What follows belongs to an exercise in optimizing a design on an open flow for small area and a short achievable clock period; a production flow would make more cautious choices.
Function was checked by simulation only, so behaviour that the tests miss may differ from the original.
No activity file was given, so power comes from the tool's default toggle rates.

Design my_fir, start of the top module:
module my_fir
#(parameter F=10)
(
input logic                clk,
input logic                rst,
input logic signed  [15:0] filter_in,
output logic signed [31:0] filter_out
    );
logic signed [15:0] d [0:15];
logic r0_1971;
logic r0_1972;
logic r0_1973;
logic r0_1974;
logic r0_1975;
logic r0_1976;
logic r0_1977;
logic r0_1978;
logic r0_1979;
logic r0_1980;
logic r0_1981;
logic r0_1982;
logic r0_1983;
logic r0_1984;
logic r0_1985;
logic r0_1986;
logic r0_1987;
logic r0_1988;
logic r0_1989;
logic r0_1990;
logic r0_1991;
logic r0_1992;
logic r0_1993;
logic r0_1994;
logic r0_1995;
logic r0_1996;
logic r0_1997;
logic r0_1998;
logic r0_1999;
logic r0_2000;
logic r0_2001;
logic r0_2002;
logic r0_2003;
logic r0_2004;
logic r0_2005;
logic r0_2006;
logic r0_2007;
logic r0_2008;
logic r0_2009;
logic r0_2010;
logic r0_2011;
logic r0_2012;
logic r0_2013;
logic r0_2014;
logic r0_2015;
logic r0_2016;
logic r0_2017;
logic r0_2018;
logic r0_2019;
logic r0_2020;
logic r0_2021;
logic r0_2022;
logic r0_2023;
logic r0_2024;
logic r0_2025;
logic r0_2026;
logic r0_2027;
logic r0_2028;
logic r0_2029;
logic r0_2030;
logic r0_2031;
logic r0_2032;
logic r0_2033;
logic r0_2034;
logic r0_2035;
logic r0_2036;
logic r0_2037;
logic r0_2038;
logic r0_2039;
logic r0_2040;
logic r0_2041;
logic r0_2042;
logic r0_2043;
logic r0_2044;
logic r0_2045;
logic r0_2046;
logic r0_2047;
logic r0_2048;
logic r0_2049;
logic r0_2050;
logic r0_2051;
logic r0_2052;
logic r0_2053;
logic r0_2054;
logic r0_2055;
logic r0_2056;
logic r0_2057;
logic r0_2058;
logic r0_2059;
logic r0_2060;
logic r0_2061;
logic r0_2062;
logic r0_2063;
logic r0_2064;
logic r0_2065;
logic r0_2066;
logic r0_2067;
logic r0_2068;
logic r0_2069;
logic r0_2070;
logic r0_2071;
logic r0_2072;
logic r0_2073;
logic r0_2074;
logic r0_2075;
logic r0_2076;
logic r0_2077;
logic r0_2078;
logic r0_2079;
logic r0_2080;
logic r0_2081;
logic r0_2082;
logic r0_2083;
logic r0_2084;
logic r0_2085;
logic r0_2086;
logic r0_2087;
logic r0_2088;
logic r0_2089;
  ...
==> flow/config.mk <==
export PLATFORM = sky130hd
export DESIGN_NAME = my_fir
export DESIGN_NICKNAME = my_fir
export VERILOG_FILES = /design/flow/design.v
export SDC_FILE = /design/flow/constraint.sdc
export NUM_CORES = 4
export LEC_CHECK = 0
export ABC_CLOCK_PERIOD_IN_PS = 2600
export CAP_MARGIN = 20
export CORE_MARGIN = 2
export CORE_UTILIZATION = 60
export CTS_CLUSTER_DIAMETER = 80
export CTS_CLUSTER_SIZE = 18
export PLACE_DENSITY = 0.75
export SETUP_SLACK_MARGIN = 3.85
export SLEW_MARGIN = 20
export SYNTH_HIERARCHICAL = 1
==> flow/constraint.sdc <==
create_clock -name core_clock -period 6.5 [get_ports {clk}]
set_input_delay 1.3000 -clock core_clock [delete_from_list [all_inputs] [get_ports {clk}]]
set_output_delay 1.3000 -clock core_clock [all_outputs]
set_load 0.01 [all_outputs]
run.sh (not shown) runs the stock make flow with config.mk's settings and CLKGATE_MAP_FILE= SYNTH_SCRIPT=/design/flow/synth_recipe.tcl, a recipe that flattens the netlist after the stock synthesis.
Change:
--- a/flow/config.mk
+++ b/flow/config.mk
@@ -14,3 +14,3 @@
 export PLACE_DENSITY = 0.75
-export SETUP_SLACK_MARGIN = 3.85
+export SETUP_SLACK_MARGIN = 3.95
 export SLEW_MARGIN = 20
Effect: Count of clock-buffer cells in the layout does not change. Via count hardly moves. Core utilization grows by 0.33 points. Worst hold slack is about the same. Clock power stays flat. Non-clock buffer count climbs by 3.
Change:
==> flow/flow/run.sh (new file) <==
#!/bin/bash
# Standard layout, but the port buffers inserted before placement are plain
# buffers (buf_2) instead of the resizer's default delay cell; everything
# else is the standard flow (standard.sh).
export BUFFER_PORTS_ARGS="-buffer_cell sky130_fd_sc_hd__buf_2"
bash standard.sh > standard.log 2>&1
status=$?
cp standard.sh my_standard_copy.sh.txt 2>/dev/null
exit $status
==> flow/standard.sh (new file) <==
#!/bin/bash
# synth_recipe.tcl (not shown) runs the flow's synth.tcl, then flattens the netlist and writes it again
# the make line also repeats each setting of config.mk as NAME=value (left out here)
make -C /OpenROAD-flow-scripts/flow DESIGN_CONFIG=/design/flow/config.mk WORK_HOME=/design/flow/orfs CLKGATE_MAP_FILE= SYNTH_SCRIPT=/design/flow/synth_recipe.tcl "${@:-finish}"
--- a/flow/config.mk
+++ b/flow/config.mk
@@ -14,3 +14,3 @@
 export PLACE_DENSITY = 0.75
-export SETUP_SLACK_MARGIN = 3.95
+export SETUP_SLACK_MARGIN = 4.05
 export SLEW_MARGIN = 20
removed: flow/run.sh
What happened: Core utilization is about the same; combinational power stays flat; final cell count stays flat; final area stays flat; clock skew rose by 0.020 ns; via count fell slightly; routed wire length fell slightly; clock power hardly moves; total power fell slightly; fmax rose slightly; critical path depth rose by 3.


delta:
my_fir, a different RTL version from the one above (not shown whole).
Size: roughly 660 flip-flops, about 0.038 mm² of cells after synthesis.
==> flow/design.v (excerpt) <==
module my_fir
#(parameter F=10)
(
input logic                clk,
input logic                rst,
input logic signed  [15:0] filter_in,
output logic signed [31:0] filter_out
    );
logic signed [15:0] d [0:15];
logic r0_2971;
logic r0_2972;
logic r0_2973;
logic r0_2974;
logic r0_2975;
logic r0_2976;
logic r0_2977;
logic r0_2978;
logic r0_2979;
logic r0_2980;
logic r0_2981;
logic r0_2982;
logic r0_2983;
logic r0_2984;
logic r0_2985;
logic r0_2986;
logic r0_2987;
logic r0_2988;
logic r0_2989;
logic r0_2990;
logic r0_2991;
logic r0_2992;
logic r0_2993;
logic r0_2994;
logic r0_2995;
logic r0_2996;
logic r0_2997;
logic r0_2998;
logic r0_2999;
logic r0_3000;
logic r0_3001;
logic r0_3002;
logic r0_3003;
logic r0_3004;
logic r0_3005;
logic r0_3006;
logic r0_3007;
logic r0_3008;
logic r0_3009;
logic r0_3010;
logic r0_3011;
logic r0_3012;
logic r0_3013;
logic r0_3014;
logic r0_3015;
logic r0_3016;
logic r0_3017;
logic r0_3018;
logic r0_3019;
logic r0_3020;
logic r0_3021;
logic r0_3022;
logic r0_3023;
logic r0_3024;
logic r0_3025;
logic r0_3026;
logic r0_3027;
logic r0_3028;
logic r0_3029;
logic r0_3030;
logic r0_3031;
logic r0_3032;
logic r0_3033;
logic r0_3034;
logic r0_3035;
logic r0_3036;
logic r0_3037;
logic r0_3038;
logic r0_3039;
logic r0_3040;
logic r0_3041;
logic r0_3042;
logic r0_3043;
logic r0_3044;
logic r0_3045;
logic r0_3046;
logic r0_3047;
logic r0_3048;
logic r0_3049;
logic r0_3050;
logic r0_3051;
logic r0_3052;
logic r0_3053;
logic r0_3054;
logic r0_3055;
logic r0_3056;
logic r0_3057;
logic r0_3058;
logic r0_3059;
logic r0_3060;
logic r0_3061;
logic r0_3062;
logic r0_3063;
logic r0_3064;
logic r0_3065;
logic r0_3066;
logic r0_3067;
logic r0_3068;
logic r0_3069;
logic r0_3070;
logic r0_3071;
logic r0_3072;
logic r0_3073;
logic r0_3074;
logic r0_3075;
  ...
clock: 6.5 ns
lec_check: 0
abc_clock_period_in_ps: 2600
cap_margin: 20
core_margin: 2
core_utilization: 60
place_density: 0.75
setup_slack_margin: 3.6
slew_margin: 20
synth_hierarchical: 1
Stock flow here: none of the scripts above is used.
delta has completed all stages; timing, DRC and antenna checks passed.
[inputs] xenon vs delta
diff --git a/flow/config.mk b/flow/config.mk
--- a/flow/config.mk
+++ b/flow/config.mk
@@ -10,4 +10,6 @@
 export CORE_MARGIN = 2
 export CORE_UTILIZATION = 60
+export CTS_CLUSTER_DIAMETER = 80
+export CTS_CLUSTER_SIZE = 18
 export PLACE_DENSITY = 0.75
 export SETUP_SLACK_MARGIN = 3.6
Results
- Share of flip-flops with an asynchronous set or reset after synthesis: xenon vs delta identical
- delta -> xenon: count of endpoints failing hold in the final timing report delta 0, exact match
- Between xenon and delta, the total area of sequential cells does not differ in any meaningful way.
- Routed wire in xenon totals less than in delta.
Input changes introduced in fjord (baseline for comparison: xenon):
diff --git a/flow/config.mk b/flow/config.mk
--- a/flow/config.mk
+++ b/flow/config.mk
@@ -10,6 +10,6 @@
 export CORE_MARGIN = 2
 export CORE_UTILIZATION = 60
-export CTS_CLUSTER_DIAMETER = 80
-export CTS_CLUSTER_SIZE = 18
+export CTS_CLUSTER_DIAMETER = 100
+export CTS_CLUSTER_SIZE = 22
 export PLACE_DENSITY = 0.75
 export SETUP_SLACK_MARGIN = 3.6
==> comparison <==
[compare] base=xenon new=fjord: length of routed wiring on met1 -310 µm; worst path arrival time now sits higher.
| met3 usage in global routing | xenon vs fjord | ≈ equal |
Final standard cell area without fillers is lower on fjord
The clock-pin slew reported for the worst setup and hold paths after clock tree synthesis on fjord is in line with that on xenon.
Per the comparison of fjord with xenon, number of buffers and inverters on the critical path neither gained nor lost much, filler-free cell count of the finished design neither gained nor lost much, worst ir drop on vdd lost 0.90%.
Cmp fjord and xenon / actual transition at the worst max-transition pin / higher: fjord
Sequential cell count: xenon vs fjord identical

afterwards: timing with drivers on the ports:
The flow's constraints put no driver on any port. The routed layouts listed below were extracted and timed again, unchanged, in two steps. Step 1, drivers: a clkbuf_16 drives clk and a buf_2 each remaining input, both assumed. Step 2 times the ports against the registers' clock, not the clock port: input delays grow and output delays shrink by t, the midpoint of the rising clock arrivals with the driver on. a / b / c = ideal / step 1 / step 2; a / b = the first two.
run | t (ns) | slack for setup (ns) | worst hold slack (ns) | cell pins on the clock port's net
the first run of note 1 | 0.671 | 3.799 / 3.736 / 3.316 | 0.351 / 0.351 / 0.351 | 1
the second run of note 1 | 0.669 | 3.889 / 3.826 / 3.313 | 0.351 / 0.351 / 0.351 | 1
the third run of note 1 | 0.667 | 3.903 / 3.903 / 3.737 | 0.350 / 0.350 / 0.350 | 1
delta | 0.667 | 3.570 / 3.508 / 3.227 | 0.346 / 0.346 / 0.346 | 1
xenon | 0.671 | 3.611 / 3.611 / 3.140 | 0.345 / 0.345 / 0.345 | 1
fjord | 0.654 | 3.579 / 3.579 / 3.148 | 0.349 / 0.349 / 0.349 | 1
After both steps every run listed still meets setup and hold. The setup slack of the second run of note 1, which loses most, moves by -0.063 ns with the drivers and by -0.576 ns with both steps. The worst setup slack also covers recovery checks on asynchronous resets.
